Background: an optimization exercise with open tools, aiming at small area, a short achievable clock period and few clock cycles per item. Do not read the settings as production practice.
Where RTL was checked, it was by simulation tests only, not by an equivalence proof against the original.
Only the layout flow was run in run 1; the RTL was not checked for function there.
Power is estimated from default activity; no workload was simulated.

[flow/standard.sh]
#!/bin/bash
# synth_recipe.tcl (not shown) runs the flow's synth.tcl, then flattens the netlist and writes it again
# the make line also repeats each setting of config.mk as NAME=value (left out here)
make -C /OpenROAD-flow-scripts/flow DESIGN_CONFIG=/design/flow/config.mk WORK_HOME=/design/flow/orfs CLKGATE_MAP_FILE= SYNTH_SCRIPT=/design/flow/synth_recipe.tcl "${@:-finish}"
[flow/constraint.sdc]
create_clock -name core_clock -period 4.5 [get_ports {clk}]
set_input_delay 0.9000 -clock core_clock [delete_from_list [all_inputs] [get_ports {clk}]]
set_output_delay 0.9000 -clock core_clock [all_outputs]
set_load 0.01 [all_outputs]
[flow/design.v]
module mod_cu (
	input clk,
	input reset,
	input fit1,
	input fit3,
	input last,
	output reg busy,
	output reg p1
);
always @(posedge clk) begin
	if (reset) begin
		busy <= 1'b1;
		p1 <= 1'b1;
	end else if (busy) begin
		if (!(p1 & fit1)) begin
			p1 <= 1'b0;
			if (last)
				busy <= 1'b0;
		end
	end
end
endmodule
module mod_dp (
	input clk,
	input reset,
	input [31:0] A,
	input [31:0] B,
	input busy,
	input p1,
	output fit1,
	output fit3,
	output last,
	output [31:0] R
);
	reg [31:0] r, dn;
	reg [4:0] cnt;
	wire [31:0] s;
	genvar i;
	generate
		for (i = 0; i < 32; i = i + 1) begin : g_s
			assign s[i] = |r[31:i];
		end
	endgenerate
	assign fit1 = dn[31] & &(dn[30:0] | s[31:1]);
	assign fit3 = &dn[31:29] & &(dn[28:0] | s[31:3]);
	assign last = (cnt == 5'd0);
	wire [31:0] diff;
	wire ge;
	mod_sub_bk sub(.x(r), .yn(dn), .d(diff), .ge(ge));
	wire sh3 = p1 & fit3;
	wire sh1 = p1 & fit1;
	always @(posedge clk) begin
		if (reset) begin
			dn <= ~B;
			cnt <= 5'd0;
		end else if (sh3) begin
			dn <= {dn[28:0], 3'b111};
			cnt <= cnt + 5'd3;
		end else if (sh1) begin
			dn <= {dn[30:0], 1'b1};
			cnt <= cnt + 5'd1;
		end else begin
			dn <= {1'b1, dn[31:1]};
			cnt <= cnt - 5'd1;
		end
	end
	always @(posedge clk) begin
		if (reset)
			r <= A;
		else if (busy & ~sh1 & ge)
			r <= diff;
	end
	assign R = r;
endmodule
module mod_sub_bk (
	input [31:0] x,
	input [31:0] yn,
	output [31:0] d,
	output ge
);
	wire [31:0] p0 = x ^ yn;
	wire [31:0] g0 = x & yn;
	wire c0_g = g0[0] | p0[0];
	wire u0_g1 = g0[1] | (p0[1] & c0_g);
	wire u0_p1 = p0[1] & p0[0];
	wire u0_g3 = g0[3] | (p0[3] & g0[2]);
	wire u0_p3 = p0[3] & p0[2];
	wire u0_g5 = g0[5] | (p0[5] & g0[4]);
	wire u0_p5 = p0[5] & p0[4];
	wire u0_g7 = g0[7] | (p0[7] & g0[6]);
	wire u0_p7 = p0[7] & p0[6];
	wire u0_g9 = g0[9] | (p0[9] & g0[8]);
	wire u0_p9 = p0[9] & p0[8];
	wire u0_g11 = g0[11] | (p0[11] & g0[10]);
	wire u0_p11 = p0[11] & p0[10];
	wire u0_g13 = g0[13] | (p0[13] & g0[12]);
	wire u0_p13 = p0[13] & p0[12];
	wire u0_g15 = g0[15] | (p0[15] & g0[14]);
	wire u0_p15 = p0[15] & p0[14];
	wire u0_g17 = g0[17] | (p0[17] & g0[16]);
	wire u0_p17 = p0[17] & p0[16];
	wire u0_g19 = g0[19] | (p0[19] & g0[18]);
	wire u0_p19 = p0[19] & p0[18];
	wire u0_g21 = g0[21] | (p0[21] & g0[20]);
	wire u0_p21 = p0[21] & p0[20];
	wire u0_g23 = g0[23] | (p0[23] & g0[22]);
	wire u0_p23 = p0[23] & p0[22];
	wire u0_g25 = g0[25] | (p0[25] & g0[24]);
	wire u0_p25 = p0[25] & p0[24];
	wire u0_g27 = g0[27] | (p0[27] & g0[26]);
	wire u0_p27 = p0[27] & p0[26];
	wire u0_g29 = g0[29] | (p0[29] & g0[28]);
	wire u0_p29 = p0[29] & p0[28];
	wire u0_g31 = g0[31] | (p0[31] & g0[30]);
	wire u0_p31 = p0[31] & p0[30];
	wire u1_g3 = u0_g3 | (u0_p3 & u0_g1);
	wire u1_p3 = u0_p3 & u0_p1;
	wire u1_g7 = u0_g7 | (u0_p7 & u0_g5);
	wire u1_p7 = u0_p7 & u0_p5;
	wire u1_g11 = u0_g11 | (u0_p11 & u0_g9);
	wire u1_p11 = u0_p11 & u0_p9;
	wire u1_g15 = u0_g15 | (u0_p15 & u0_g13);
	wire u1_p15 = u0_p15 & u0_p13;
	wire u1_g19 = u0_g19 | (u0_p19 & u0_g17);
	wire u1_p19 = u0_p19 & u0_p17;
	wire u1_g23 = u0_g23 | (u0_p23 & u0_g21);
	wire u1_p23 = u0_p23 & u0_p21;
	wire u1_g27 = u0_g27 | (u0_p27 & u0_g25);
	wire u1_p27 = u0_p27 & u0_p25;
	wire u1_g31 = u0_g31 | (u0_p31 & u0_g29);
	wire u1_p31 = u0_p31 & u0_p29;
	wire u2_g7 = u1_g7 | (u1_p7 & u1_g3);
	wire u2_p7 = u1_p7 & u1_p3;
	wire u2_g15 = u1_g15 | (u1_p15 & u1_g11);
	wire u2_p15 = u1_p15 & u1_p11;
	wire u2_g23 = u1_g23 | (u1_p23 & u1_g19);
	wire u2_p23 = u1_p23 & u1_p19;
	wire u2_g31 = u1_g31 | (u1_p31 & u1_g27);
	wire u2_p31 = u1_p31 & u1_p27;
	wire u3_g15 = u2_g15 | (u2_p15 & u2_g7);
	wire u3_p15 = u2_p15 & u2_p7;
	wire u3_g31 = u2_g31 | (u2_p31 & u2_g23);
	wire u3_p31 = u2_p31 & u2_p23;
	wire u4_g31 = u3_g31 | (u3_p31 & u3_g15);
	wire u4_p31 = u3_p31 & u3_p15;
	wire v3_g23 = u2_g23 | (u2_p23 & u3_g15);
	wire v3_p23 = u2_p23 & u3_p15;
	wire v2_g11 = u1_g11 | (u1_p11 & u2_g7);
	wire v2_p11 = u1_p11 & u2_p7;
	wire v2_g19 = u1_g19 | (u1_p19 & u3_g15);
	wire v2_p19 = u1_p19 & u3_p15;
	wire v2_g27 = u1_g27 | (u1_p27 & v3_g23);
	wire v2_p27 = u1_p27 & v3_p23;
	wire v1_g5 = u0_g5 | (u0_p5 & u1_g3);
	wire v1_p5 = u0_p5 & u1_p3;
	wire v1_g9 = u0_g9 | (u0_p9 & u2_g7);
	wire v1_p9 = u0_p9 & u2_p7;
	wire v1_g13 = u0_g13 | (u0_p13 & v2_g11);
	wire v1_p13 = u0_p13 & v2_p11;
	wire v1_g17 = u0_g17 | (u0_p17 & u3_g15);
	wire v1_p17 = u0_p17 & u3_p15;
	wire v1_g21 = u0_g21 | (u0_p21 & v2_g19);
	wire v1_p21 = u0_p21 & v2_p19;
	wire v1_g25 = u0_g25 | (u0_p25 & v3_g23);
	wire v1_p25 = u0_p25 & v3_p23;
	wire v1_g29 = u0_g29 | (u0_p29 & v2_g27);
	wire v1_p29 = u0_p29 & v2_p27;
	wire v0_g2 = g0[2] | (p0[2] & u0_g1);
	wire v0_p2 = p0[2] & u0_p1;
	wire v0_g4 = g0[4] | (p0[4] & u1_g3);
	wire v0_p4 = p0[4] & u1_p3;
	wire v0_g6 = g0[6] | (p0[6] & v1_g5);
	wire v0_p6 = p0[6] & v1_p5;
	wire v0_g8 = g0[8] | (p0[8] & u2_g7);
	wire v0_p8 = p0[8] & u2_p7;
	wire v0_g10 = g0[10] | (p0[10] & v1_g9);
	wire v0_p10 = p0[10] & v1_p9;
	wire v0_g12 = g0[12] | (p0[12] & v2_g11);
	wire v0_p12 = p0[12] & v2_p11;
	wire v0_g14 = g0[14] | (p0[14] & v1_g13);
	wire v0_p14 = p0[14] & v1_p13;
	wire v0_g16 = g0[16] | (p0[16] & u3_g15);
	wire v0_p16 = p0[16] & u3_p15;
	wire v0_g18 = g0[18] | (p0[18] & v1_g17);
	wire v0_p18 = p0[18] & v1_p17;
	wire v0_g20 = g0[20] | (p0[20] & v2_g19);
	wire v0_p20 = p0[20] & v2_p19;
	wire v0_g22 = g0[22] | (p0[22] & v1_g21);
	wire v0_p22 = p0[22] & v1_p21;
	wire v0_g24 = g0[24] | (p0[24] & v3_g23);
	wire v0_p24 = p0[24] & v3_p23;
	wire v0_g26 = g0[26] | (p0[26] & v1_g25);
	wire v0_p26 = p0[26] & v1_p25;
	wire v0_g28 = g0[28] | (p0[28] & v2_g27);
	wire v0_p28 = p0[28] & v2_p27;
	wire v0_g30 = g0[30] | (p0[30] & v1_g29);
	wire v0_p30 = p0[30] & v1_p29;
	wire [31:0] gc = {u4_g31, v0_g30, v1_g29, v0_g28, v2_g27, v0_g26, v1_g25, v0_g24, v3_g23, v0_g22, v1_g21, v0_g20, v2_g19, v0_g18, v1_g17, v0_g16, u3_g15, v0_g14, v1_g13, v0_g12, v2_g11, v0_g10, v1_g9, v0_g8, u2_g7, v0_g6, v1_g5, v0_g4, u1_g3, v0_g2, u0_g1, c0_g};
	assign d = p0 ^ {gc[30:0], 1'b1};
	assign ge = gc[31];
endmodule
module mod(
	input [31:0] A,
	input [31:0] B,
	input clk,
	input reset,
	output [31:0] Result,
	output done
);
	wire busy, p1, fit1, fit3, ge, last;
	mod_cu io(.clk(clk), .reset(reset), .fit1(fit1), .fit3(fit3), .last(last),
	          .busy(busy), .p1(p1));
	mod_dp i1(.clk(clk), .reset(reset), .A(A), .B(B), .busy(busy), .p1(p1),
	          .fit1(fit1), .fit3(fit3), .last(last), .R(Result));
	assign done = ~busy;
endmodule
[flow/flow/run.sh]
#!/bin/bash
# The standard layout, with the smallest buffer on each port instead of the
# delay cell buffer_ports picks by default.
set -euo pipefail
export BUFFER_PORTS_ARGS="-buffer_cell sky130_fd_sc_hd__buf_1"
bash standard.sh finish > standard.log 2>&1
[flow/config.mk]
export PLATFORM = sky130hd
export DESIGN_NAME = mod
export DESIGN_NICKNAME = mod
export VERILOG_FILES = /design/flow/design.v
export SDC_FILE = /design/flow/constraint.sdc
export NUM_CORES = 4
export LEC_CHECK = 0
export CAP_MARGIN = 20
export CORE_MARGIN = 2
export CORE_UTILIZATION = 40
export CTS_BUF_LIST = sky130_fd_sc_hd__clkbuf_8
export SETUP_SLACK_MARGIN = 1.2
export SLEW_MARGIN = 20
export TNS_END_PERCENT = 0
==> results of run 1 <==
-- per-layer routing --
layer | vias to the layer above | track usage | part of all wire
met5 | - | 0 | 0
met4 | 0 | 0.0618 | 0.016
met3 | 23 | 0.0601 | 0.061
met2 | 141 | 0.363 | 0.48
met1 | 2152 | 0.304 | 0.44
li1 | 2179 | - | -
-- what timing repair did --
item	4_1_cts	5_1_grt
gates resized for setup	13	3
endpoints found under the setup margin	45	45
setup buffers	15	2
pin swaps	8	8
-- power groups by stage --
stage	logic, mW	registers, mW	clock network, mW
finish	3.12	1.55	0.450
global route	3.55	1.61	0.490
CTS	3.08	1.55	0.467
detailed placement	2.78	1.62	0
global placement	2.70	1.62	0
floorplan	2.04	1.54	0
-- worst max-delay path, delay by kind of cell (launching register included) --
kind,cells,cell delay [ns]
flops,1,0.39
buf+inv,3,0.27
mux,1,0.26
compound gates,6,1.12
fa+ha+maj,3,0.91
simple gates,2,0.29
-- sequential cells by signal, summed over array words and instances, names as in the netlist --
name,flops
io.busy,1
io.p1,1
i1.dn,32
i1.r,32
i1.cnt,5
-- area by class of cell --
cell class	count	area (um2)
inverters	24	103
well taps	168	210
multi-input cells	397	3150
clock inverters	6	22.5
flip-flops and latches	71	1740
clock buffers	10	138
fillers	1194	6150
repair buffers	122	552
-- logic make-up after synthesis --
family | after synthesis | share of synthesized area
compound gates | 204 | 0.277
xor+xnor | 17 | 0.0300
fa+ha+maj | 50 | 0.152
buf+inv | 47 | 0.0405
flops | 71 | 0.350
mux | 15 | 0.0332
simple gates | 111 | 0.117
-- how the worst min path moves through the flow --
stage,end,slack [ns]
after floorplan,i1.cnt[0],0.43
after global placement,i1.cnt[0],0.45
after detailed placement,io.p1,0.48
after CTS,io.p1,0.49
after global routing,i1.cnt[0],0.54
final,io.p1,0.49
-- per-stage QoR --
step                worst slack [ns]  hold slack, ns  utilization
finish                          1.00           0.486        0.490
CTS                             1.01           0.490        0.488
floorplan                      0.749           0.433            -
detailed placement             0.423           0.476        0.461
global route                   0.835           0.539        0.490
global placement               0.522           0.452        0.461
-- cell usage in the layout, fill, tap and decap left out, types with 6 or more instances in the layout --
cell / synthesis / layout
buf_1: 3 / 97
buf_4: 4 / 24
xor2_1: 6 / 6
xnor2_1: 11 / 11
inv_1: 22 / 27
o21ai_0: 40 / 37
nand2_1: 30 / 30
edfxtp_1: 32 / 32
clkbuf_8: 0 / 10
a21o_1: 12 / 12
nor3_1: 8 / 7
or4_1: 10 / 8
dfxtp_1: 39 / 39
o31ai_1: 8 / 8
a22oi_1: 48 / 48
ha_1: 33 / 33
mux2_2: 11 / 11
o21a_1: 7 / 7
a22oi_2: 9 / 9
fa_1: 17 / 16
nor2_1: 26 / 26
a21oi_1: 47 / 45
==> reports/metrics.csv, run 1 <==
metric,value,unit
status,timing/DRC/antenna clean,
finClkSkew,0.00817,ns
setup_tns,0,ns
switchingPower,2.40,mW
yosysMostFrequentCell,a22oi_1,
h-tree-depth,3,
cts_tree,built,
r2r_slack,1.00,ns
clkTransAtPathRegs,0.08,ns
wl_per_cell,17.5,um
fin_crit_sh,0.777,
syn_nets,631,
fp.dieH,115,um
core_area,0.0121,mm2
cts.sinks,71,
total_power,5.12,mW
final_cells,798,
min-delay-start,io.p1,
max_slew.worst_pin.slew,0.716,ns
arrival,3.63,ns
critical_path_class,reg2reg,
synthCells,515,
max-vdd-ir-drop,0.000372,V
max-cap-violations,0,
synth_area_leaders,"edfxtp_1 19%, dfxtp_1 16%, ha_1 8.3%",
power_density,867,mW/mm2
r2r-start,i1.r[0],
cts_buffers,9,
synth-edff-count,32,
fmax,286,MHz
gp_congestion,0.820,
end_kind,flip-flop,
drtIter0Drc,300,
initial_utilization,0.412,
maxSlewHeadroom,0.523,
crit_fanout,3,
endpoint,i1.r[20],
crit_path_max_incr_delay,0.44,ns
drt-total-wl,14.0,mm
placed_cells,765,
p_int,2.72,mW
crit_start,i1.r[0],
synth.cell_area,0.00497,mm2
synth_seq_area_share,0.350,
drive_above_1_share,0.127,
antennaDiodeCount,0,
port_buffers,98,
ys_types,61,
yosysTopAreaCell,edfxtp_1,
drt_first_pass_iters,5,
die_area,0.0133,mm2
synthToLayoutAreaGrowth,19.0,%
grt_pass1_wl,23.5,mm
synthArstFlopShare,0,
post-route-drc-count,0,
start_kind,flip-flop,
hpwl,9.86,mm
grt_max_degree,61,
viasPerCell,5.63,
power_frac_clock,0.088,
syn-mean-instance-area,9.65,um2
grt_pass1_vias,4631,
power.leakage,2.29,nW
cts.path.max_buffers,2,
antenna_found_initial,0,
stdcell_area,0.00591,mm2
root_buffer,clkbuf_8,
place_area,0.00556,mm2
hold_depth,2,
clk-insertion-delay-late,0.37,ns
nets,741,
synth_top_area_share,0.193,
p_comb_frac,0.609,
yosys_warnings,2,
synthFlopType,dfxtp_1,
antenna_left,0,
swShare,0.468,
ys_ff_latch,71,
row_count,40,
rsz0062_at_grt,true,
ios,99,
min_period,3.50,ns
setup_violations,0,
cp_data_required_time,4.63,ns
p_seq_frac,0.303,
fp.dieW,115,um
rr_worst_depth,15,
overflow,0,
slew_viol_final,0,
yosys-top-cells-count,"48 x a22oi_1, 47 x a21oi_1, 40 x o21ai_0, 39 x dfxtp_1, 33 x ha_1",
hold_class,reg2reg,
via_count,4495,
finalHoldViolCount,0,
worstPathCellList,inv_1 > ha_1 > inv_1 > fa_2 > a21oi_2 > nor2_1 > nor3_2 > o21ai_2 > a21bo_2 > buf_4 > a21o_1 > a21o_1 > a31o_4 > fa_1 > mux2_2,
reg2reg_to,i1.r[20],
grt_usage,0.227,
cts-hold-fix-buffers,0,
slowest_stage,fa_1,
==> run 2: changes to the inputs <==
--- a/flow/design.v
+++ b/flow/design.v
@@ -34,3 +34,3 @@
 );
-	reg [31:0] r, dn;
+	reg [31:0] r, d;
 	reg [4:0] cnt;
@@ -43,4 +43,4 @@
 	endgenerate
-	assign fit1 = dn[31] & &(dn[30:0] | s[31:1]);
-	assign fit3 = &dn[31:29] & &(dn[28:0] | s[31:3]);
+	assign fit1 = ~d[31] & ~|(d[30:0] & ~s[31:1]);
+	assign fit3 = ~|d[31:29] & ~|(d[28:0] & ~s[31:3]);
 	assign last = (cnt == 5'd0);
@@ -48,3 +48,3 @@
 	wire ge;
-	mod_sub_bk sub(.x(r), .yn(dn), .d(diff), .ge(ge));
+	mod_sub_bk sub(.x(r), .y(d), .d(diff), .ge(ge));
 	wire sh3 = p1 & fit3;
@@ -53,12 +53,12 @@
 		if (reset) begin
-			dn <= ~B;
+			d <= B;
 			cnt <= 5'd0;
 		end else if (sh3) begin
-			dn <= {dn[28:0], 3'b111};
+			d <= {d[28:0], 3'b000};
 			cnt <= cnt + 5'd3;
 		end else if (sh1) begin
-			dn <= {dn[30:0], 1'b1};
+			d <= {d[30:0], 1'b0};
 			cnt <= cnt + 5'd1;
 		end else begin
-			dn <= {1'b1, dn[31:1]};
+			d <= {1'b0, d[31:1]};
 			cnt <= cnt - 5'd1;
@@ -76,3 +76,3 @@
 	input [31:0] x,
-	input [31:0] yn,
+	input [31:0] y,
 	output [31:0] d,
@@ -80,4 +80,4 @@
 );
-	wire [31:0] p0 = x ^ yn;
-	wire [31:0] g0 = x & yn;
+	wire [31:0] p0 = x ^ ~y;
+	wire [31:0] g0 = x & ~y;
 	wire c0_g = g0[0] | p0[0];
==> reports/metrics.csv, run 2 <==
metric,value,unit,change
status,timing/DRC/antenna clean,,unchanged
cp_top_family,simple AND/OR/NAND/NOR gates,,was compound AO/OA/AOI/OAI gates
overflow,0,,unchanged
power.leakage,2.32,nW,was 2.29 nW
grt_usage,0.197,,was 0.227
viasPerCell,5.49,,was 5.63
antenna_left,0,,unchanged
finalHoldViolCount,0,,unchanged
grt_pass1_vias,4644,,was 4631
setup_slack,1.23,ns,was 1.00 ns
yosys-top-cells-count,"65 x nand2_1, 53 x inv_1, 51 x o21ai_0, 39 x dfxtp_1, 33 x ha_1",,"was 48 x a22oi_1, 47 x a21oi_1, 40 x o21ai_0, 39 x dfxtp_1, 33 x ha_1"
power_density,795,mW/mm2,was 867 mW/mm2
slowest_stage,or4_4,,was fa_1
fmax,305,MHz,was 286 MHz
cts.sinks,71,,unchanged
fin_crit_sh,0.728,,was 0.777
multiInputGateArea,0.00315,mm2,about the same
cts_buffers,9,,unchanged
grt_max_degree,82,,was 61
r2r-start,i1.r[14],,was i1.r[0]
drt-total-wl,13.3,mm,was 14.0 mm
clk-insertion-delay-late,0.36,ns,was 0.37 ns
fp.dieW,117,um,was 115 um
critical_path_buf_inv_count,1,,was 3
ios,99,,unchanged
syn_nets,659,,was 631
drtIter0Drc,182,,was 300
grt_pass1_wl,22.4,mm,was 23.5 mm
synth_seq_area_share,0.339,,was 0.350
setup_violations,0,,unchanged
synthToLayoutAreaGrowth,15.6,%,was 19.0%
crit_cells,12,,was 15
yosysTopAreaCell,edfxtp_1,,unchanged
fill_cells,1280,,was 1194
drive_above_1_share,0.128,,was 0.127
worstPathCellList,or4_4 > or4_4 > nor2_2 > nor2_1 > a311o_1 > a21oi_4 > inv_2 > ha_1 > a21o_1 > maj3_1 > xnor2_1 > nor2_1,,was inv_1 > ha_1 > inv_1 > fa_2 > a21oi_2 > nor2_1 > nor3_2 > o21ai_2 > a21bo_2 > buf_4 > a21o_1 > a21o_1 > a31o_4 > fa_1 > mux2_2
drt_first_pass_iters,4,,was 5
nets,757,,was 741
initial_utilization,0.409,,was 0.412
post-route-drc-count,0,,unchanged
setup_tns,0,ns,unchanged
synth_top_area_share,0.187,,was 0.193
clkTransAtPathRegs,0.07,ns,was 0.08 ns
crit_fanout,2,,was 3
via_count,4492,,was 4495
antenna_found_initial,0,,unchanged
top_regs,"i1.d: 32 flops, i1.r: 32 flops, i1.cnt: 5 flops",,"was i1.dn: 32 flops, i1.r: 32 flops, i1.cnt: 5 flops"
cp_data_required_time,4.72,ns,was 4.63 ns
dpl_worst_slack,0.682,ns,was 0.423 ns
fp.dieH,117,um,was 115 um
die_area,0.0138,mm2,was 0.0133 mm2
end_kind,flip-flop,,unchanged
ys_types,59,,was 61
synth.cell_area,0.00514,mm2,was 0.00497 mm2
row_count,41,,was 40
hpwl,9.80,mm,was 9.86 mm
endpoint,i1.cnt[3],,was i1.r[20]
crit_start,i1.r[14],,was i1.r[0]
max-cap-violations,0,,unchanged
slew_viol_final,0,,unchanged
wl_per_cell,16.3,um,was 17.5 um
crit_path_max_incr_delay,0.55,ns,was 0.44 ns
syn-mean-instance-area,9.47,um2,was 9.65 um2
finClkSkew,0.00833,ns,was 0.00817 ns
seq_area,0.00174,mm2,unchanged
max_slew.worst_pin.slew,0.885,ns,was 0.716 ns
core_area,0.0126,mm2,was 0.0121 mm2
critical_path_class,reg2reg,,unchanged
antennaDiodeCount,0,,unchanged
reg2reg_to,i1.cnt[3],,was i1.r[20]
hold_class,reg2reg,,unchanged
arrival,3.50,ns,was 3.63 ns
cts_tree,built,,unchanged
synth_area_leaders,"edfxtp_1 19%, dfxtp_1 15%, ha_1 8.0%",,"was edfxtp_1 19%, dfxtp_1 16%, ha_1 8.3%"
port_buffers,98,,unchanged
synthArstFlopShare,0,,unchanged
maxSlewHeadroom,0.410,,was 0.523
ys_ff_latch,71,,unchanged
layout_commonest_cell,buf_1,,unchanged
synth-edff-count,32,,unchanged
synthCells,543,,was 515
h-tree-depth,3,,unchanged
rsz0062_at_grt,true,,unchanged
rr_worst_depth,12,,was 15
yosys_warnings,2,,unchanged
min_period,3.27,ns,was 3.50 ns
start_kind,flip-flop,,unchanged
max-vdd-ir-drop,0.000382,V,was 0.000372 V
layout_common_cells,"97 x buf_1, 64 x nand2_1, 58 x inv_1, 48 x o21ai_0, 39 x dfxtp_1",,"was 97 x buf_1, 48 x a22oi_1, 45 x a21oi_1, 39 x dfxtp_1, 37 x o21ai_0"
root_buffer,clkbuf_8,,unchanged
synthFlopType,dfxtp_1,,unchanged
yosysMostFrequentCell,nand2_1,,was a22oi_1
cts.path.max_buffers,2,,unchanged
gp_congestion,0.824,,was 0.820
r2r_slack,1.23,ns,was 1.00 ns
## run 2: worst min path at each step
| stage | endpoint | cells past startpoint | start |
|---|---|---|---|
| 2_1_floorplan | io.p1 | 1 | io.p1 |
| 3_3_place_gp | io.p1 | 1 | io.p1 |
| 3_5_place_dp | io.p1 | 1 | io.p1 |
| 4_1_cts | io.p1 | 1 | io.p1 |
| 5_1_grt | io.p1 | 1 | io.p1 |
| 6_report | io.p1 | 1 | io.p1 |
## run 2: cells by family (layout without fill, tap and decap cells)
kind of cell / Yosys count / count (layout) / synth area share
buffers and inverters: 77 / 180 / 0.0708
adder cells (fa/ha/maj): 51 / 51 / 0.148
multiplexers: 6 / 6 / 0.0129
flip-flops: 71 / 71 / 0.339
AO/OA/AOI/OAI: 175 / 175 / 0.264
XOR/XNOR: 19 / 19 / 0.0324
AND/OR/NAND/NOR: 144 / 144 / 0.132
## run 2: cell type report
class,instances,share of cell area
repair buffers,111,0.0823
clock inverters,7,0.00463
clock buffers,9,0.0208
flip-flops and latches,71,0.293
well taps,172,0.0362
inverters,53,0.0335
multi-input cells,395,0.529
## run 2: per-stage QoR
step	instances	hold WS, ns	total power [mW]	util	instance area (um2)
2_1_floorplan	543	0.440	3.40	-	5160
3_3_place_gp	794	0.461	4.02	0.449	5650
3_5_place_dp	794	0.461	4.11	0.449	5650
4_1_cts	815	0.481	4.65	0.467	5870
5_1_grt	818	0.514	5.18	0.473	5940
6_report	818	0.478	4.72	0.473	5940
## run 2: power breakdown
| group | internal [mW] | switching (mW) | leakage [nW] |
|---|---|---|---|
| Combinational | 1.25 | 1.57 | 1.56 |
| Clock | 0.187 | 0.238 | 0.101 |
| Sequential | 1.07 | 0.413 | 0.652 |
## run 2: layer usage
layer	part of all wire	vias up	GRT usage
met4	0.0098	0	0.0459
met1	0.45	2188	0.254
met3	0.044	12	0.0413
met2	0.49	115	0.340
met5	0	-	0
li1	-	2177	-
## run 2: timing repair
item / 4_1_cts / 5_1_grt
hold buffers: 0 / 0
endpoints found under the setup margin: 47 / 72
pin swaps: 3 / 10
gates resized for setup: 9 / 12
cloned: 0 / 0
setup buffers: 5 / 3
Testbench counts of run 2, summed over its fixed seeds: cycles 6,090, items 720.
==> run 3: changes to the inputs <==
--- a/flow/design.v
+++ b/flow/design.v
@@ -51,16 +51,14 @@
 	wire sh1 = p1 & fit1;
+	wire sel_b = reset;
+	wire sel_3 = ~reset & sh3;
+	wire sel_1 = ~reset & sh1 & ~fit3;
+	wire sel_r = ~reset & ~sh1;
 	always @(posedge clk) begin
-		if (reset) begin
-			d <= B;
-			cnt <= 5'd0;
-		end else if (sh3) begin
-			d <= {d[28:0], 3'b000};
-			cnt <= cnt + 5'd3;
-		end else if (sh1) begin
-			d <= {d[30:0], 1'b0};
-			cnt <= cnt + 5'd1;
-		end else begin
-			d <= {1'b0, d[31:1]};
-			cnt <= cnt - 5'd1;
-		end
+		d <= ({32{sel_b}} & B)
+		   | ({32{sel_3}} & {d[28:0], 3'b000})
+		   | ({32{sel_1}} & {d[30:0], 1'b0})
+		   | ({32{sel_r}} & {1'b0, d[31:1]});
+		cnt <= ({5{sel_3}} & (cnt + 5'd3))
+		     | ({5{sel_1}} & (cnt + 5'd1))
+		     | ({5{sel_r}} & (cnt - 5'd1));
 	end
--- a/flow/config.mk
+++ b/flow/config.mk
@@ -11,3 +11,3 @@
 export CTS_BUF_LIST = sky130_fd_sc_hd__clkbuf_8
-export SETUP_SLACK_MARGIN = 1.2
+export SETUP_SLACK_MARGIN = 1.0
 export SLEW_MARGIN = 20
==> reports/metrics.csv, run 3 <==
metric,value,unit,change
hpwl,10.9,mm,was 9.80 mm
drt-total-wl,14.3,mm,was 13.3 mm
busiest_layer,met2,,unchanged
synth_area_leaders,"edfxtp_1 19%, dfxtp_1 15%, ha_1 8.4%",,"was edfxtp_1 19%, dfxtp_1 15%, ha_1 8.0%"
min_period,3.35,ns,was 3.27 ns
crit_fanout,17,,was 2
total_power,4.61,mW,was 4.72 mW
cts_resized,0,,was 9
nets,777,,was 757
post-route-drc-count,0,,unchanged
holdWs,0.489,ns,was 0.478 ns
ys_ff_latch,71,,unchanged
fmax,299,MHz,was 305 MHz
layout_commonest_cell,nand2_1,,was buf_1
cts-hold-fix-buffers,0,,unchanged
max_slew.worst_pin.slew,0.708,ns,was 0.885 ns
postCtsSetupRepairBufs,0,,was 5
slowest_stage,or4_4,,unchanged
fin_crit_sh,0.744,,was 0.728
h-tree-depth,3,,unchanged
use_met3,0.0420,,was 0.0413
end_kind,flip-flop,,unchanged
cts.sinks,71,,unchanged
gp_congestion,0.861,,was 0.824
initial_utilization,0.405,,was 0.409
drt_first_pass_iters,6,,was 4
via_count,4707,,was 4492
root_buffer,clkbuf_8,,unchanged
clk-insertion-delay-late,0.37,ns,was 0.36 ns
slew_viol_final,0,,unchanged
yosys_warnings,2,,unchanged
yosysTopAreaCell,edfxtp_1,,unchanged
synthFlopType,dfxtp_1,,unchanged
antennaDiodeCount,0,,unchanged
hold_class,reg2reg,,unchanged
synthArstFlopShare,0,,unchanged
cts.path.max_buffers,2,,unchanged
syn_nets,683,,was 659
cp_data_required_time,4.58,ns,was 4.72 ns
cts_buffers,9,,unchanged
synth-edff-count,32,,unchanged
grt_usage,0.219,,was 0.197
yosysMostFrequentCell,nand2_1,,unchanged
die_area,0.0136,mm2,was 0.0138 mm2
max-vdd-ir-drop,0.000303,V,was 0.000382 V
synthToLayoutAreaGrowth,14.1,%,was 15.6%
grt.met2_usage,0.367,,was 0.340
finalHoldViolCount,0,,unchanged
multiInputGateArea,0.00303,mm2,was 0.00315 mm2
setup_tns,0,ns,unchanged
overflow,0,,unchanged
r2r_slack,1.15,ns,was 1.23 ns
drtIter0Drc,423,,was 182
grt_pass1_vias,4596,,was 4644
cts_tree,built,,unchanged
clkTransAtPathRegs,0.07,ns,about the same
crit_path_max_incr_delay,0.59,ns,was 0.55 ns
arrival,3.42,ns,was 3.50 ns
power.leakage,2.39,nW,was 2.32 nW
met1_usage,0.285,,was 0.254
wl_per_cell,17.1,um,was 16.3 um
fill_cells,1305,,was 1280
antenna_left,0,,unchanged
rsz0062_at_grt,true,,unchanged
port_buffers,98,,unchanged
antenna_found_initial,0,,unchanged
start_kind,flip-flop,,unchanged
core_area,0.0125,mm2,was 0.0126 mm2
fp.dieH,117,um,about the same
worstPathCellList,or4_4 > or3_1 > nor3_2 > a211oi_1 > nand3_2 > nand3_1 > o21ai_4 > buf_12,,was or4_4 > or4_4 > nor2_2 > nor2_1 > a311o_1 > a21oi_4 > inv_2 > ha_1 > a21o_1 > maj3_1 > xnor2_1 > nor2_1
status,timing/DRC/antenna clean,,unchanged
maxSlewHeadroom,0.526,,was 0.410
row_count,41,,unchanged
fp.dieW,117,um,about the same
grt_max_degree,55,,was 82
viasPerCell,5.62,,was 5.49
ys_types,64,,was 59
layout_common_cells,"106 x nand2_1, 97 x buf_1, 54 x inv_1, 39 x dfxtp_1, 38 x o21ai_0",,"was 97 x buf_1, 64 x nand2_1, 58 x inv_1, 48 x o21ai_0, 39 x dfxtp_1"
syn-mean-instance-area,8.94,um2,was 9.47 um2
max-cap-violations,0,,unchanged
ios,99,,unchanged
top_regs,"i1.d: 32 flops, i1.r: 32 flops, i1.cnt: 5 flops",,unchanged
finClkSkew,0.00964,ns,was 0.00833 ns
setup_violations,0,,unchanged
synthCells,567,,was 543
synth_top_area_share,0.190,,was 0.187
synth_seq_area_share,0.344,,was 0.339
power_density,796,mW/mm2,was 795 mW/mm2
seq_area,0.00174,mm2,unchanged
drive_above_1_share,0.0661,,was 0.128
yosys-top-cells-count,"106 x nand2_1, 50 x inv_1, 39 x dfxtp_1, 39 x o21ai_0, 34 x ha_1",,"was 65 x nand2_1, 53 x inv_1, 51 x o21ai_0, 39 x dfxtp_1, 33 x ha_1"
grt_pass1_wl,23.1,mm,was 22.4 mm
critical_path_class,reg2reg,,unchanged
synth.cell_area,0.00507,mm2,was 0.00514 mm2
## run 3: cell types whose count changed in the layout (fill, tap and decap cells not counted), moves of 6 or more
cell,before,now
a22oi_2,7,0
o21ai_0,48,38
a21o_1,9,15
nand2_1,64,106
a211oi_1,1,9
a222oi_1,0,27
a22oi_1,21,3
o221ai_2,20,0
## run 3: stage by stage
step / std cells / setup slack [ns] / utilization / area, um2
6_report: 838 / 1.15 / 0.462 / 5790
5_1_grt: 838 / 0.914 / 0.462 / 5790
4_1_cts: 838 / 1.10 / 0.462 / 5780
3_5_place_dp: 822 / 1.12 / 0.449 / 5610
3_3_place_gp: 822 / 1.18 / 0.449 / 5610
2_1_floorplan: 567 / 1.18 / - / 5070
## run 3: kinds of logic after synthesis
| group | count (synthesis) | share of synthesized area |
|---|---|---|
| and+or+nand+nor | 190 | 0.174 |
| muxes | 11 | 0.0242 |
| AOI/OAI and AO/OA | 157 | 0.223 |
| adders and majority gates | 50 | 0.147 |
| xor gates and xnor gates | 16 | 0.0276 |
| buffers and inverters | 72 | 0.0605 |
| DFF | 71 | 0.344 |
## run 3: layer usage
layer / part of all wire / wire, um
met4: 0.015 / 221
met1: 0.44 / 6350
met2: 0.48 / 6930
met3: 0.058 / 830
met5: 0 / 0
## run 3: final timing paths
check	start	endpoint	depth (start not counted)
hold reg to reg	i1.cnt[0]	i1.cnt[0]	1
setup / recovery	i1.r[22]	i1.r[14]	8
setup reg to reg	i1.r[22]	i1.r[14]	8
hold / removal	i1.cnt[0]	i1.cnt[0]	1
## run 3: cell type report
cell class                      count  area share
Inverter                           50      0.0324
Multi-Input combinational cell    424       0.524
Tap cell                          172      0.0372
Clock buffer                       11      0.0262
Sequential cell                    71       0.301
Clock inverter                      5     0.00324
Timing Repair Buffer              105      0.0755
## run 3: report_power, final
part	switching, mW	leakage (nW)	internal (mW)
clock network	0.242	0.102	0.221
registers	0.501	0.654	1.08
logic	1.43	1.64	1.13
## run 3: worst max-delay path, delay by kind of cell (launching register included)
kind,cells,cell delay (ns)
buffers and inverters,1,0.25
AND/OR/NAND/NOR,5,1.55
AO/OA/AOI/OAI,2,0.75
flip-flops,1,0.51
Testbench counts of run 3, summed over its fixed seeds: cycles 6,090, items 720.
==> run 4: changes to the inputs <==
--- a/flow/config.mk
+++ b/flow/config.mk
@@ -11,3 +11,3 @@
 export CTS_BUF_LIST = sky130_fd_sc_hd__clkbuf_8
-export SETUP_SLACK_MARGIN = 1.0
+export SETUP_SLACK_MARGIN = 1.4
 export SLEW_MARGIN = 20
==> reports/metrics.csv, run 4 <==
metric,value,unit,change
status,timing/DRC/antenna clean,,unchanged
synthArstFlopShare,0,,unchanged
cp_data_required_time,4.62,ns,was 4.58 ns
min_period,3.21,ns,was 3.35 ns
antenna_left,0,,unchanged
worstPathCellList,inv_1 > ha_1 > a21oi_1 > a21oi_2 > or2_2 > a21o_1 > a21o_1 > a21o_1 > a21o_1 > fa_1 > mux2_2,,was or4_4 > or3_1 > nor3_2 > a211oi_1 > nand3_2 > nand3_1 > o21ai_4 > buf_12
drive_above_1_share,0.0962,,was 0.0661
synth.cell_area,0.00507,mm2,unchanged
synth-edff-count,32,,unchanged
clkTransAtPathRegs,0.08,ns,was 0.07 ns
top_regs,"i1.d: 32 flops, i1.r: 32 flops, i1.cnt: 5 flops",,unchanged
hold_end,i1.cnt[0],,unchanged
wl_per_cell,16.7,um,was 17.1 um
hold_class,reg2reg,,unchanged
crit_path_frequent_cell,a21o_1,,
antenna_found_initial,0,,unchanged
finalHoldViolCount,0,,unchanged
synthCells,567,,unchanged
total_power,4.71,mW,was 4.61 mW
max-cap-violations,0,,unchanged
slowest_stage,dfxtp_1,,was or4_4
fp.dieW,117,um,unchanged
cts_buffers,9,,unchanged
grt_usage,0.213,,was 0.219
clk-insertion-delay-late,0.37,ns,about the same
synthFlopType,dfxtp_1,,unchanged
start_kind,flip-flop,,unchanged
drt_first_pass_iters,9,,was 6
synthToLayoutAreaGrowth,16.9,%,was 14.1%
antennaDiodeCount,0,,unchanged
maxSlewHeadroom,0.522,,was 0.526
critical_path_class,reg2reg,,unchanged
grt_max_degree,77,,was 55
drt-total-wl,14.2,mm,was 14.3 mm
ys_ff_latch,71,,unchanged
cp_top_family,compound AO/OA/AOI/OAI gates,,was simple AND/OR/NAND/NOR gates
post-route-drc-count,0,,unchanged
ys_types,64,,unchanged
ios,99,,unchanged
viasPerCell,5.56,,was 5.62
fin_crit_sh,0.713,,was 0.744
r2r_slack,1.29,ns,was 1.15 ns
reg2reg_to,i1.r[10],,was i1.r[14]
rr_worst_depth,11,,was 8
synth_area_leaders,"edfxtp_1 19%, dfxtp_1 15%, ha_1 8.4%",,unchanged
h-tree-depth,3,,unchanged
layout_commonest_cell,nand2_1,,unchanged
arrival,3.33,ns,was 3.42 ns
synth_seq_area_share,0.344,,unchanged
rsz0062_at_grt,true,,unchanged
yosysMostFrequentCell,nand2_1,,unchanged
overflow,0,,unchanged
fmax,312,MHz,was 299 MHz
min-delay-start,i1.cnt[0],,unchanged
grt_pass1_vias,4481,,was 4596
gp_congestion,0.934,,was 0.861
crit_path_max_incr_delay,0.46,ns,was 0.59 ns
power_density,795,mW/mm2,was 796 mW/mm2
yosys_warnings,2,,unchanged
row_count,41,,unchanged
syn-mean-instance-area,8.94,um2,unchanged
hold_depth,1,,unchanged
crit_cells,11,,was 8
end_kind,flip-flop,,unchanged
setup_tns,0,ns,unchanged
power.leakage,2.44,nW,was 2.39 nW
synth_top_area_share,0.190,,unchanged
r2r-start,i1.d[3],,was i1.r[22]
syn_nets,683,,unchanged
core_area,0.0125,mm2,unchanged
hpwl,10.6,mm,was 10.9 mm
yosysTopAreaCell,edfxtp_1,,unchanged
root_buffer,clkbuf_8,,unchanged
layout_common_cells,"106 x nand2_1, 97 x buf_1, 52 x inv_1, 39 x dfxtp_1, 35 x o21ai_0",,"was 106 x nand2_1, 97 x buf_1, 54 x inv_1, 39 x dfxtp_1, 38 x o21ai_0"
slew_viol_final,0,,unchanged
via_count,4718,,was 4707
max_slew.worst_pin.slew,0.717,ns,was 0.708 ns
initial_utilization,0.405,,unchanged
die_area,0.0136,mm2,unchanged
crit_start,i1.d[3],,was i1.r[22]
yosys-top-cells-count,"106 x nand2_1, 50 x inv_1, 39 x dfxtp_1, 39 x o21ai_0, 34 x ha_1",,unchanged
finClkSkew,0.0126,ns,was 0.00964 ns
fp.dieH,117,um,unchanged
cts.path.max_buffers,2,,unchanged
fill_cells,1274,,was 1305
cts_tree,built,,unchanged
critical_path_buf_inv_count,1,,unchanged
max-vdd-ir-drop,0.000338,V,was 0.000303 V
crit_fanout,6,,was 17
grt_pass1_wl,22.5,mm,was 23.1 mm
setup_violations,0,,unchanged
cts.sinks,71,,unchanged
nets,787,,was 777
drtIter0Drc,513,,was 423
port_buffers,98,,unchanged
==> run 4: cell counts after synthesis <==
Identical to the previous run, type by type.
==> run 4: timing repair <==
item                       CTS  global route
pin swaps                    5             3
gates resized for setup     11             6
hold buffers                 0             0
buffers inserted             6             5
setup endpoints to repair   75            78
==> run 4: layout make-up <==
cell class,instances,area (um2),area share
Timing Repair Buffer,115,524,0.0885
Inverter,50,188,0.0317
Clock inverter,7,32.5,0.00549
Sequential cell,71,1740,0.294
Multi-Input combinational cell,424,3100,0.523
Tap cell,172,215,0.0363
Clock buffer,9,124,0.0209
==> run 4: where the power goes <==
group          switching, mW  internal, mW  leakage, nW
Clock                  0.256         0.191       0.0949
Sequential             0.469          1.08        0.654
Combinational           1.49          1.22         1.70
==> run 4: through the flow <==
stage,area [um2],setup WS (ns),utilization,std cells,hold WS [ns]
2_1_floorplan,5080,1.46,-,567,0.437
3_5_place_dp,5610,0.903,0.448,821,0.469
6_report,5930,1.29,0.473,848,0.485
5_1_grt,5930,1.09,0.473,848,0.511
3_3_place_gp,5610,0.907,0.448,821,0.465
4_1_cts,5860,1.29,0.468,843,0.485
==> run 4: routing by layer <==
layer / global-route usage / vias to the layer above / wire length (um)
met2: 0.342 / 155 / 6720
met5: 0 / - / 0
met3: 0.0379 / 14 / 880
met1: 0.290 / 2259 / 6370
met4: 0.0714 / 0 / 187
li1: - / 2290 / -
==> run 4: how the worst max path moves through the flow <==
stage / to / slack [ns]
2_1_floorplan: i1.r[0] / 1.46
3_3_place_gp: i1.r[9] / 0.91
3_5_place_dp: i1.r[15] / 0.90
4_1_cts: i1.r[26] / 1.29
5_1_grt: i1.r[31] / 1.09
6_report: i1.r[10] / 1.29
==> run 4: kinds of logic (layout without fill, tap and decap cells) <==
| kind of cell | count (synthesis) | in the layout | share of synthesized area |
|---|---|---|---|
| xor+xnor | 16 | 16 | 0.0276 |
| buf+inv | 72 | 181 | 0.0605 |
| fa+ha+maj | 50 | 50 | 0.147 |
| simple gates | 190 | 190 | 0.174 |
| flops | 71 | 71 | 0.344 |
| compound gates | 157 | 157 | 0.223 |
| mux | 11 | 11 | 0.0242 |
==> run 4: worst reg2reg max path, stage by stage, from the launching register on <==
cell and delay [ns]:
dfxtp_1 0.46, inv_1 0.07, ha_1 0.32, a21oi_1 0.23
a21oi_2 0.11, or2_2 0.32, a21o_1 0.18, a21o_1 0.19
a21o_1 0.18, a21o_1 0.19, fa_1 0.44, mux2_2 0.26
==> run 5: changes to the inputs <==
--- a/flow/config.mk
+++ b/flow/config.mk
@@ -11,3 +11,4 @@
 export CTS_BUF_LIST = sky130_fd_sc_hd__clkbuf_8
-export SETUP_SLACK_MARGIN = 1.4
+export PLACE_DENSITY = 0.75
+export SETUP_SLACK_MARGIN = 1.2
 export SLEW_MARGIN = 20
==> reports/metrics.csv, run 5 <==
metric,value,unit,change
setup_tns,0,ns,unchanged
cts_buffers,9,,unchanged
drt_first_pass_iters,7,,was 9
max-cap-violations,0,,unchanged
syn_nets,683,,unchanged
max-vdd-ir-drop,0.000368,V,was 0.000338 V
crit_fanout,18,,was 6
slew_viol_final,0,,unchanged
grt_max_degree,99,,was 77
fin_crit_sh,0.742,,was 0.713
clkTransAtPathRegs,0.09,ns,was 0.08 ns
place_area,0.00561,mm2,unchanged
critical_path_class,reg2reg,,unchanged
cts-hold-fix-buffers,0,,unchanged
drive_above_1_share,0.0796,,was 0.0962
fp.dieW,117,um,unchanged
initial_utilization,0.405,,unchanged
power.leakage,2.41,nW,was 2.44 nW
core_area,0.0125,mm2,unchanged
power_density,807,mW/mm2,was 795 mW/mm2
hpwl,9.96,mm,was 10.6 mm
viasPerCell,5.60,,was 5.56
cts_tree,built,,unchanged
status,timing/DRC/antenna clean,,unchanged
wl_met2,6.02,mm,was 6.72 mm
min_period,3.34,ns,was 3.21 ns
start_kind,flip-flop,,unchanged
drtIter0Drc,413,,was 513
hold_class,reg2reg,,unchanged
synth_top_area_share,0.190,,unchanged
synthFlopType,dfxtp_1,,unchanged
overflow,0,,unchanged
cts.path.max_buffers,2,,unchanged
syn-mean-instance-area,8.94,um2,unchanged
port_buffers,98,,unchanged
top_layer_used,met4,,unchanged
maxSlewHeadroom,0.360,,was 0.522
synthToLayoutAreaGrowth,15.7,%,was 16.9%
row_count,41,,unchanged
top_regs,"i1.d: 32 flops, i1.r: 32 flops, i1.cnt: 5 flops",,unchanged
yosysTopAreaCell,edfxtp_1,,unchanged
yosys-top-cells-count,"106 x nand2_1, 50 x inv_1, 39 x dfxtp_1, 39 x o21ai_0, 34 x ha_1",,unchanged
layout_common_cells,"106 x nand2_1, 97 x buf_1, 50 x inv_1, 39 x dfxtp_1, 36 x o21ai_0",,"was 106 x nand2_1, 97 x buf_1, 52 x inv_1, 39 x dfxtp_1, 35 x o21ai_0"
fmax,300,MHz,was 312 MHz
root_buffer,clkbuf_8,,unchanged
die_area,0.0136,mm2,unchanged
synth-edff-count,32,,unchanged
antennaDiodeCount,0,,unchanged
via_count,4696,,was 4718
grt_usage,0.201,,was 0.213
nets,777,,was 787
cts.sinks,71,,unchanged
synth_seq_area_share,0.344,,unchanged
antenna_left,0,,unchanged
clk-insertion-delay-late,0.36,ns,was 0.37 ns
ys_types,64,,unchanged
cp_data_required_time,4.56,ns,was 4.62 ns
yosys_warnings,2,,unchanged
wl_per_cell,16.0,um,was 16.7 um
arrival,3.40,ns,was 3.33 ns
layout_commonest_cell,nand2_1,,unchanged
antenna_found_initial,0,,unchanged
finClkSkew,0.0153,ns,was 0.0126 ns
setup_violations,0,,unchanged
drt-total-wl,13.4,mm,was 14.2 mm
grt_pass1_wl,21.5,mm,was 22.5 mm
post-route-drc-count,0,,unchanged
synthCells,567,,unchanged
wl_met3,988,um,was 880 um
synthArstFlopShare,0,,unchanged
ios,99,,unchanged
rsz0062_at_grt,true,,unchanged
ys_ff_latch,71,,unchanged
fp.dieH,117,um,unchanged
h-tree-depth,3,,unchanged
grt_pass1_vias,4267,,was 4481
finalHoldViolCount,0,,unchanged
wl_met1,6.20,mm,was 6.37 mm
max_slew.worst_pin.slew,0.960,ns,was 0.717 ns
yosysMostFrequentCell,nand2_1,,unchanged
synth.cell_area,0.00507,mm2,unchanged
gp_congestion,0.873,,was 0.934
synth_area_leaders,"edfxtp_1 19%, dfxtp_1 15%, ha_1 8.4%",,unchanged
stdcell_area,0.00587,mm2,was 0.00593 mm2
end_kind,flip-flop,,unchanged
## run 5: cell counts after synthesis
Identical to the previous run, type by type.
## run 5: power breakdown
group | switching [mW] | leakage (nW) | internal, mW
clock network | 0.256 | 0.120 | 0.343
registers | 0.495 | 0.654 | 1.08
logic | 1.42 | 1.64 | 1.14
## run 5: layer usage
layer | up-vias | track usage
li1 | 2272 | -
met1 | 2210 | 0.299
met2 | 198 | 0.306
met3 | 16 | 0.0234
met4 | 0 | 0.0667
met5 | - | 0
## run 5: kinds of logic after synthesis
logic type | synth area share
buf+inv | 0.0605
fa+ha+maj | 0.147
flops | 0.344
mux | 0.0242
compound gates | 0.223
xor+xnor | 0.0276
simple gates | 0.174
## run 5: what timing repair did
item | 4_1_cts | 5_1_grt
setup endpoints to repair | 28 | 64
pin swaps | 0 | 0
buffers inserted | 0 | 1
gates resized for setup | 1 | 6
## run 5: final timing paths
kind	slack (ns)	end	cells after the start	start
max	1.16	i1.r[18]	8	i1.r[22]
min	0.49	i1.cnt[0]	1	i1.cnt[0]
max reg2reg	1.16	i1.r[18]	8	i1.r[22]
min reg2reg	0.49	i1.cnt[0]	1	i1.cnt[0]
## run 5: stage by stage
stage	power, mW	instances	worst slack [ns]	hold slack, ns	util
CTS	4.70	837	1.10	0.489	0.466
floorplan	3.31	567	1.46	0.437	-
global placement	4.05	821	1.16	0.464	0.448
finish	4.73	838	1.16	0.486	0.469
global route	5.16	838	1.02	0.526	0.469
detailed placement	4.08	821	1.12	0.469	0.448
## run 5: area by class of cell
cell class / instances / area, um2
multi-input combinational: 424 / 3050
inverter: 50 / 188
timing repair buffer: 105 / 437
clock buffer: 11 / 151
fill: 1223 / 6650
tap: 172 / 215
sequential: 71 / 1740
clock inverter: 5 / 78.8
## run 5: critical path: stages (launching register included)
cell      delay (ns)
edfxtp_1        0.52
or4_4           0.59
or3_1           0.35
nor3_2          0.22
a211oi_1        0.16
nand3_2         0.24
nand3_1         0.15
o21ai_4         0.52
buf_12          0.25
==> run 6: changes to the inputs <==
--- a/flow/config.mk
+++ b/flow/config.mk
@@ -11,3 +11,2 @@
 export CTS_BUF_LIST = sky130_fd_sc_hd__clkbuf_8
-export PLACE_DENSITY = 0.75
 export SETUP_SLACK_MARGIN = 1.2
==> reports/metrics.csv, run 6 <==
metric,value,unit,change
drt-total-wl,14.2,mm,was 13.4 mm
drtIter0Drc,444,,was 413
layout_commonest_cell,nand2_1,,unchanged
cp_top_family,adder cells,,was simple AND/OR/NAND/NOR gates
viasPerCell,5.58,,was 5.60
clk-insertion-delay-late,0.37,ns,was 0.36 ns
nets,786,,was 777
finClkSkew,0.0127,ns,was 0.0153 ns
max-vdd-ir-drop,0.000338,V,was 0.000368 V
synthArstFlopShare,0,,unchanged
root_buffer,clkbuf_8,,unchanged
cts.path.max_buffers,2,,unchanged
yosys-top-cells-count,"106 x nand2_1, 50 x inv_1, 39 x dfxtp_1, 39 x o21ai_0, 34 x ha_1",,unchanged
power_density,797,mW/mm2,was 807 mW/mm2
drive_above_1_share,0.102,,was 0.0796
hold_class,reg2reg,,unchanged
cts.sinks,71,,unchanged
synth-edff-count,32,,unchanged
port_buffers,98,,unchanged
synth.cell_area,0.00507,mm2,unchanged
cts-hold-fix-buffers,0,,unchanged
critical_path_buf_inv_count,2,,was 1
min-delay-start,i1.cnt[0],,unchanged
grt_pass1_vias,4430,,was 4267
reg2reg_to,i1.r[26],,was i1.r[18]
fmax,312,MHz,was 300 MHz
row_count,41,,unchanged
synthCells,567,,unchanged
grt_usage,0.210,,was 0.201
grt_pass1_wl,22.2,mm,was 21.5 mm
power_frac_clock,0.094,,was 0.127
cts_buffers,9,,unchanged
top_regs,"i1.d: 32 flops, i1.r: 32 flops, i1.cnt: 5 flops",,unchanged
yosysTopAreaCell,edfxtp_1,,unchanged
hold_end,i1.cnt[0],,unchanged
die_area,0.0136,mm2,unchanged
maxSlewHeadroom,0.524,,was 0.360
hpwl,10.6,mm,was 9.96 mm
fp.dieH,117,um,unchanged
critical_path_class,reg2reg,,unchanged
layout_common_cells,"106 x nand2_1, 97 x buf_1, 52 x inv_1, 39 x dfxtp_1",,"was 106 x nand2_1, 97 x buf_1, 50 x inv_1, 39 x dfxtp_1, 36 x o21ai_0"
clkTransAtPathRegs,0.08,ns,was 0.09 ns
core_area,0.0125,mm2,unchanged
ios,99,,unchanged
synth_seq_area_share,0.344,,unchanged
finalHoldViolCount,0,,unchanged
fin_crit_sh,0.711,,was 0.742
hold_depth,1,,unchanged
p_comb_frac,0.576,,was 0.540
end_kind,flip-flop,,unchanged
drt_first_pass_iters,8,,was 7
synth_area_leaders,"edfxtp_1 19%, dfxtp_1 15%, ha_1 8.4%",,unchanged
max-cap-violations,0,,unchanged
synthToLayoutAreaGrowth,17.0,%,was 15.7%
r2r-start,i1.r[0],,was i1.r[22]
status,timing/DRC/antenna clean,,unchanged
p_int,2.49,mW,was 2.56 mW
power.leakage,2.45,nW,was 2.41 nW
r2r_slack,1.30,ns,was 1.16 ns
crit_fanout,2,,was 18
antenna_left,0,,unchanged
setup_violations,0,,unchanged
swShare,0.472,,was 0.459
cts_tree,built,,unchanged
stdcell_area,0.00593,mm2,was 0.00587 mm2
max_slew.worst_pin.slew,0.715,ns,was 0.960 ns
start_kind,flip-flop,,unchanged
yosys_warnings,2,,unchanged
synthFlopType,dfxtp_1,,unchanged
overflow,0,,unchanged
cp_data_required_time,4.59,ns,was 4.56 ns
syn-mean-instance-area,8.94,um2,unchanged
yosysMostFrequentCell,nand2_1,,unchanged
antennaDiodeCount,0,,unchanged
grt_max_degree,77,,was 99
syn_nets,683,,unchanged
synth_top_area_share,0.190,,unchanged
rr_worst_depth,14,,was 8
slowest_stage,fa_2,,was or4_4
rsz0062_at_grt,true,,unchanged
place_area,0.00561,mm2,unchanged
via_count,4728,,was 4696
slew_viol_final,0,,unchanged
ys_types,64,,unchanged
antenna_found_initial,0,,unchanged
ys_ff_latch,71,,unchanged
switchingPower,2.23,mW,was 2.17 mW
fp.dieW,117,um,unchanged
gp_congestion,0.934,,was 0.873
worstPathCellList,inv_1 > ha_2 > fa_2 > nand3b_1 > a21oi_2 > o21ai_2 > a211oi_4 > buf_4 > o21a_1 > nor2_2 > o21bai_1 > a21oi_2 > fa_2 > o21ai_1,,was or4_4 > or3_1 > nor3_2 > a211oi_1 > nand3_2 > nand3_1 > o21ai_4 > buf_12
crit_path_max_incr_delay,0.52,ns,was 0.59 ns
min_period,3.20,ns,was 3.34 ns
wl_per_cell,16.7,um,was 16.0 um
h-tree-depth,3,,unchanged
arrival,3.29,ns,was 3.40 ns
setup_tns,0,ns,unchanged
post-route-drc-count,0,,unchanged
p_seq_frac,0.330,,was 0.333
initial_utilization,0.405,,unchanged
-- run 6: cell types whose count changed in the layout (fill, tap and decap cells not counted), moves of 3 or more --
cell      change
clkinv_2      +3
o21ai_0       -3
o21ai_1       +3
buf_4         +8
a21oi_1       -3
a21oi_2       +3
-- run 6: area by class of cell --
type	instances	area, um2
Multi-Input combinational cell	424	3110
Inverter	50	188
Timing Repair Buffer	114	517
Sequential cell	71	1740
Clock inverter	7	32.5
Tap cell	172	215
Clock buffer	9	124
Fill cell	1274	6590
-- run 6: metal layers --
| layer | routed length (um) | share of wire | vias to the layer above | track usage |
|---|---|---|---|---|
| li1 | - | - | 2283 | - |
| met1 | 6320 | 0.45 | 2243 | 0.287 |
| met2 | 6730 | 0.48 | 184 | 0.336 |
| met3 | 911 | 0.064 | 18 | 0.0379 |
| met4 | 201 | 0.014 | 0 | 0.0729 |
| met5 | 0 | 0 | - | 0 |
-- run 6: cells by family after synthesis --
family / synth area share
buffers and inverters: 0.0605
DFF: 0.344
muxes: 0.0242
AOI/OAI and AO/OA: 0.223
and+or+nand+nor: 0.174
xor gates and xnor gates: 0.0276
adders and majority gates: 0.147
-- run 6: power by group through the flow --
stage	logic, mW	registers [mW]	clock network (mW)
floorplan	1.83	1.48	0
detailed placement	2.52	1.56	0
CTS	2.56	1.55	0.459
finish	2.72	1.56	0.446
global route	3.09	1.61	0.481
global placement	2.47	1.55	0
-- run 6: how the worst max path moves through the flow --
stage,start,end,depth (start not counted)
after floorplan,i1.r[22],i1.r[0],7
after global placement,i1.r[0],i1.r[9],12
after detailed placement,i1.r[0],i1.r[15],12
after CTS,i1.r[0],i1.r[31],14
after global routing,i1.r[0],i1.r[31],14
final,i1.r[0],i1.r[26],14
-- run 6: through the flow --
stage                     power [mW]  std cells  utilization  setup slack [ns]  hold WS (ns)
after floorplan                 3.31        567            -              1.46         0.437
after global placement          4.02        821        0.448             0.907         0.465
after detailed placement        4.09        821        0.448             0.903         0.469
after CTS                       4.57        838        0.462             0.917         0.485
after global routing            5.18        847        0.474              1.11         0.511
final                           4.72        847        0.474              1.30         0.485
-- run 6: repair_timing --
item / in CTS / in global routing
gates resized for setup: 0 / 23
buffers inserted: 1 / 9
setup endpoints to repair: 65 / 77
gates cloned: 0 / 0
pin swaps: 1 / 8
==> run 7: changes to the inputs <==
--- a/flow/design.v
+++ b/flow/design.v
@@ -36,2 +36,3 @@
 	reg [4:0] cnt;
+	wire [7:0] gq, gs;
 	wire [31:0] s;
@@ -39,4 +40,12 @@
 	generate
+		for (i = 0; i < 8; i = i + 1) begin : g_q
+			assign gq[i] = |r[4*i+3:4*i];
+			if (i == 7) begin : g_top
+				assign gs[i] = 1'b0;
+			end else begin : g_low
+				assign gs[i] = |gq[7:i+1];
+			end
+		end
 		for (i = 0; i < 32; i = i + 1) begin : g_s
-			assign s[i] = |r[31:i];
+			assign s[i] = |r[4*(i/4)+3:i] | gs[i/4];
 		end
==> reports/metrics.csv, run 7 <==
metric,value,unit,change
synth_area_leaders,"edfxtp_1 19%, dfxtp_1 15%, ha_1 8.4%",,unchanged
drive_above_1_share,0.0789,,was 0.102
yosys-top-cells-count,"105 x nand2_1, 51 x inv_1, 40 x o21ai_0, 39 x dfxtp_1, 34 x ha_1",,"was 106 x nand2_1, 50 x inv_1, 39 x dfxtp_1, 39 x o21ai_0, 34 x ha_1"
arrival,3.32,ns,was 3.29 ns
yosys.area_share.simple,0.167,,was 0.174
ys_ff_latch,71,,unchanged
clkTransAtPathRegs,0.08,ns,about the same
gp_congestion,0.869,,was 0.934
layout_commonest_cell,nand2_1,,unchanged
cts_buffers,9,,unchanged
row_count,41,,unchanged
via_count,4678,,was 4728
synth_top_area_share,0.191,,was 0.190
power.leakage,2.35,nW,was 2.45 nW
hpwl,10.4,mm,was 10.6 mm
finalHoldViolCount,0,,unchanged
initial_utilization,0.404,,was 0.405
yosys_warnings,2,,unchanged
p_comb_frac,0.541,,was 0.576
fmax,313,MHz,was 312 MHz
yosysTopAreaCell,edfxtp_1,,unchanged
setup_tns,0,ns,unchanged
synth-edff-count,32,,unchanged
grt_usage,0.216,,was 0.210
hold_class,reg2reg,,unchanged
max-vdd-ir-drop,0.000358,V,was 0.000338 V
synth-xor-area-share,0.0295,,was 0.0276
grt_pass1_vias,4635,,was 4430
status,timing/DRC/antenna clean,,unchanged
layout_common_cells,"105 x nand2_1, 97 x buf_1, 52 x inv_1, 39 x o21ai_0, 39 x dfxtp_1",,"was 106 x nand2_1, 97 x buf_1, 52 x inv_1, 39 x dfxtp_1"
maxSlewHeadroom,0.265,,was 0.524
drt_first_pass_iters,14,,was 8
root_buffer,clkbuf_8,,unchanged
synth_seq_area_share,0.345,,was 0.344
top_regs,"i1.d: 32 flops, i1.r: 32 flops, i1.cnt: 5 flops",,unchanged
synthCells,560,,was 567
max-cap-violations,0,,unchanged
die_area,0.0135,mm2,was 0.0136 mm2
clk-insertion-delay-late,0.37,ns,about the same
cts_tree,built,,unchanged
total_power,4.86,mW,was 4.72 mW
grt_pass1_wl,22.7,mm,was 22.2 mm
slew_viol_final,0,,unchanged
start_kind,flip-flop,,unchanged
swShare,0.462,,was 0.472
synthAdderAreaFrac,0.148,,was 0.147
synth.cell_area,0.00504,mm2,was 0.00507 mm2
endpoint,i1.r[18],,was i1.r[26]
drt-total-wl,14.2,mm,about the same
crit_start,i1.r[0],,unchanged
cts-hold-fix-buffers,0,,unchanged
rsz0062_at_grt,true,,unchanged
setup_slack,1.31,ns,was 1.30 ns
dpl_worst_slack,1.12,ns,was 0.903 ns
ys_types,63,,was 64
viasPerCell,5.63,,was 5.58
drtIter0Drc,370,,was 444
cp_data_required_time,4.62,ns,was 4.59 ns
h-tree-depth,3,,unchanged
fin_crit_sh,0.710,,was 0.711
overflow,0,,unchanged
reg2reg_to,i1.r[18],,was i1.r[26]
power_frac_clock,0.129,,was 0.094
p_seq_frac,0.330,,about the same
cts.path.max_buffers,2,,unchanged
r2r-start,i1.r[0],,unchanged
nets,770,,was 786
synthArstFlopShare,0,,unchanged
grt_max_degree,79,,was 77
port_buffers,98,,unchanged
crit_fanout,4,,was 2
post-route-drc-count,0,,unchanged
switchingPower,2.25,mW,was 2.23 mW
p_int,2.62,mW,was 2.49 mW
syn-mean-instance-area,9.00,um2,was 8.94 um2
fp.dieH,116,um,was 117 um
synth_top_family_by_area,compound AO/OA/AOI/OAI gates,,unchanged
r2r_slack,1.31,ns,was 1.30 ns
critical_path_class,reg2reg,,unchanged
antennaDiodeCount,0,,unchanged
finClkSkew,0.0118,ns,was 0.0127 ns
syn_nets,676,,was 683
antenna_left,0,,unchanged
wl_per_cell,17.1,um,was 16.7 um
synthToLayoutAreaGrowth,16.5,%,was 17.0%
synthFlopType,dfxtp_1,,unchanged
fp.dieW,116,um,was 117 um
max_slew.worst_pin.slew,1.10,ns,was 0.715 ns
cts.sinks,71,,unchanged
synth_compound_area_frac,0.226,,was 0.223
antenna_found_initial,0,,unchanged
min_period,3.19,ns,was 3.20 ns
ios,99,,unchanged
yosysMostFrequentCell,nand2_1,,unchanged
end_kind,flip-flop,,unchanged
synth_mux_area_frac,0.0221,,was 0.0242
setup_violations,0,,unchanged
core_area,0.0125,mm2,about the same
power_density,828,mW/mm2,was 797 mW/mm2
rr_worst_depth,14,,unchanged
[run 7: changes by cell type after synthesis, sizes merged, moves of 4 or more]
cell,change
or2,-4
o211ai,+4
nor4,+7
nor2b,+4
nor2,-11
a211oi,-8
o21ai,+4
a21o,-5
[run 7: cells by family (layout without fill, tap and decap cells)]
| logic type | count (synthesis) | after routing |
|---|---|---|
| AO/OA/AOI/OAI | 155 | 156 |
| XOR/XNOR | 17 | 17 |
| adder cells (fa/ha/maj) | 50 | 50 |
| buffers and inverters | 76 | 174 |
| flip-flops | 71 | 71 |
| multiplexers | 10 | 10 |
| AND/OR/NAND/NOR | 181 | 181 |
[run 7: final cells by class]
class / instances / area, um2
fill: 1223 / 6590
multi-input combinational: 414 / 3050
sequential: 71 / 1740
timing repair buffer: 105 / 428
tap: 172 / 215
inverter: 53 / 199
clock buffer: 9 / 124
clock inverter: 7 / 113
[run 7: stage by stage]
stage	area, um2	hold slack [ns]	cells	util
6_report	5870	0.474	831	0.471
5_1_grt	5870	0.519	831	0.471
4_1_cts	5830	0.476	828	0.468
2_1_floorplan	5060	0.436	560	-
3_5_place_dp	5580	0.463	812	0.448
3_3_place_gp	5580	0.452	812	0.448
[run 7: worst min-delay path by stage]
| stage | start | endpoint | cells after the start | slack (ns) |
|---|---|---|---|---|
| after floorplan | io.p1 | io.p1 | 2 | 0.44 |
| after global placement | io.p1 | io.p1 | 2 | 0.45 |
| after detailed placement | io.p1 | io.p1 | 2 | 0.46 |
| after CTS | io.p1 | io.p1 | 2 | 0.48 |
| after global routing | io.p1 | io.p1 | 2 | 0.52 |
| final | io.p1 | io.p1 | 2 | 0.47 |
[run 7: power by group through the flow]
stage          sequential (mW)  combinational [mW]  clock [mW]
2_1_floorplan             1.50                1.90           0
3_3_place_gp              1.60                2.52           0
3_5_place_dp              1.61                2.57           0
4_1_cts                   1.60                2.60       0.641
5_1_grt                   1.66                3.02       0.665
6_report                  1.61                2.63       0.628
[run 7: routing by layer]
metal  wire [um]  GRT usage  up-vias
li1            -          -     2251
met1        6190      0.269     2249
met2        6960      0.376      163
met3         848     0.0514       15
met4         176     0.0611        0
met5           0          0        -
[run 7: worst max-delay path, stage by stage (launching register included)]
cell,delay [ns]
edfxtp_1,0.36
inv_1,0.05
ha_2,0.19
fa_2,0.36
nand3b_1,0.20
a21oi_2,0.20
o21ai_2,0.10
a21oi_4,0.23
a21oi_1,0.12
o21bai_2,0.16
buf_4,0.13
nand3_1,0.07
nand2_1,0.10
fa_1,0.42
mux2_2,0.27
[run 7: timing repair]
item                                    CTS  global route
gates resized for setup                   2             2
setup buffers                             0             2
endpoints found under the setup margin   36            54
gates cloned                              0             1
pin swaps                                 0             3
Testbench counts of run 7, summed over its fixed seeds: cycles 6,090, items 720.

==> what the ideal ports hide <==
No port has a modelled driver above. Below, the same layouts with a new extraction and two added sets of constraints. Step 1 (the two cells are an assumption about what drives the block):
set clk [get_ports {clk}]
set_driving_cell -lib_cell sky130_fd_sc_hd__clkbuf_16 $clk
set_driving_cell -lib_cell sky130_fd_sc_hd__buf_2 [delete_from_list [all_inputs] $clk]
Step 2 moves the port delays by t, midway between the first and last clock arrival at a register: inputs arrive t later, outputs are due t later. That takes back most of the time a late clock gives input paths. Slacks: ideal ports / drivers / drivers and shift; pairs: ideal ports / drivers.
| run | t, ns | setup WS [ns] | worst hold slack (ns) | worst data-port slew with drivers (ns) |
|---|---|---|---|---|
| run 1 | 0.396 | 1.002 / 1.002 / 1.002 | 0.486 / 0.486 / 0.486 | 0.04 |
| run 2 | 0.386 | 1.225 / 1.225 / 1.225 | 0.478 / 0.478 / 0.478 | 0.04 |
| run 3 | 0.399 | 1.152 / 1.152 / 1.152 | 0.489 / 0.489 / 0.489 | 0.04 |
| run 4 | 0.403 | 1.291 / 1.291 / 1.291 | 0.485 / 0.485 / 0.485 | 0.04 |
| run 5 | 0.390 | 1.163 / 1.163 / 1.163 | 0.486 / 0.486 / 0.486 | 0.04 |
| run 6 | 0.403 | 1.300 / 1.300 / 1.300 | 0.485 / 0.485 / 0.485 | 0.04 |
| run 7 | 0.402 | 1.306 / 1.306 / 1.306 | 0.474 / 0.474 / 0.474 | 0.04 |
After both steps setup and hold are still met in every run listed.
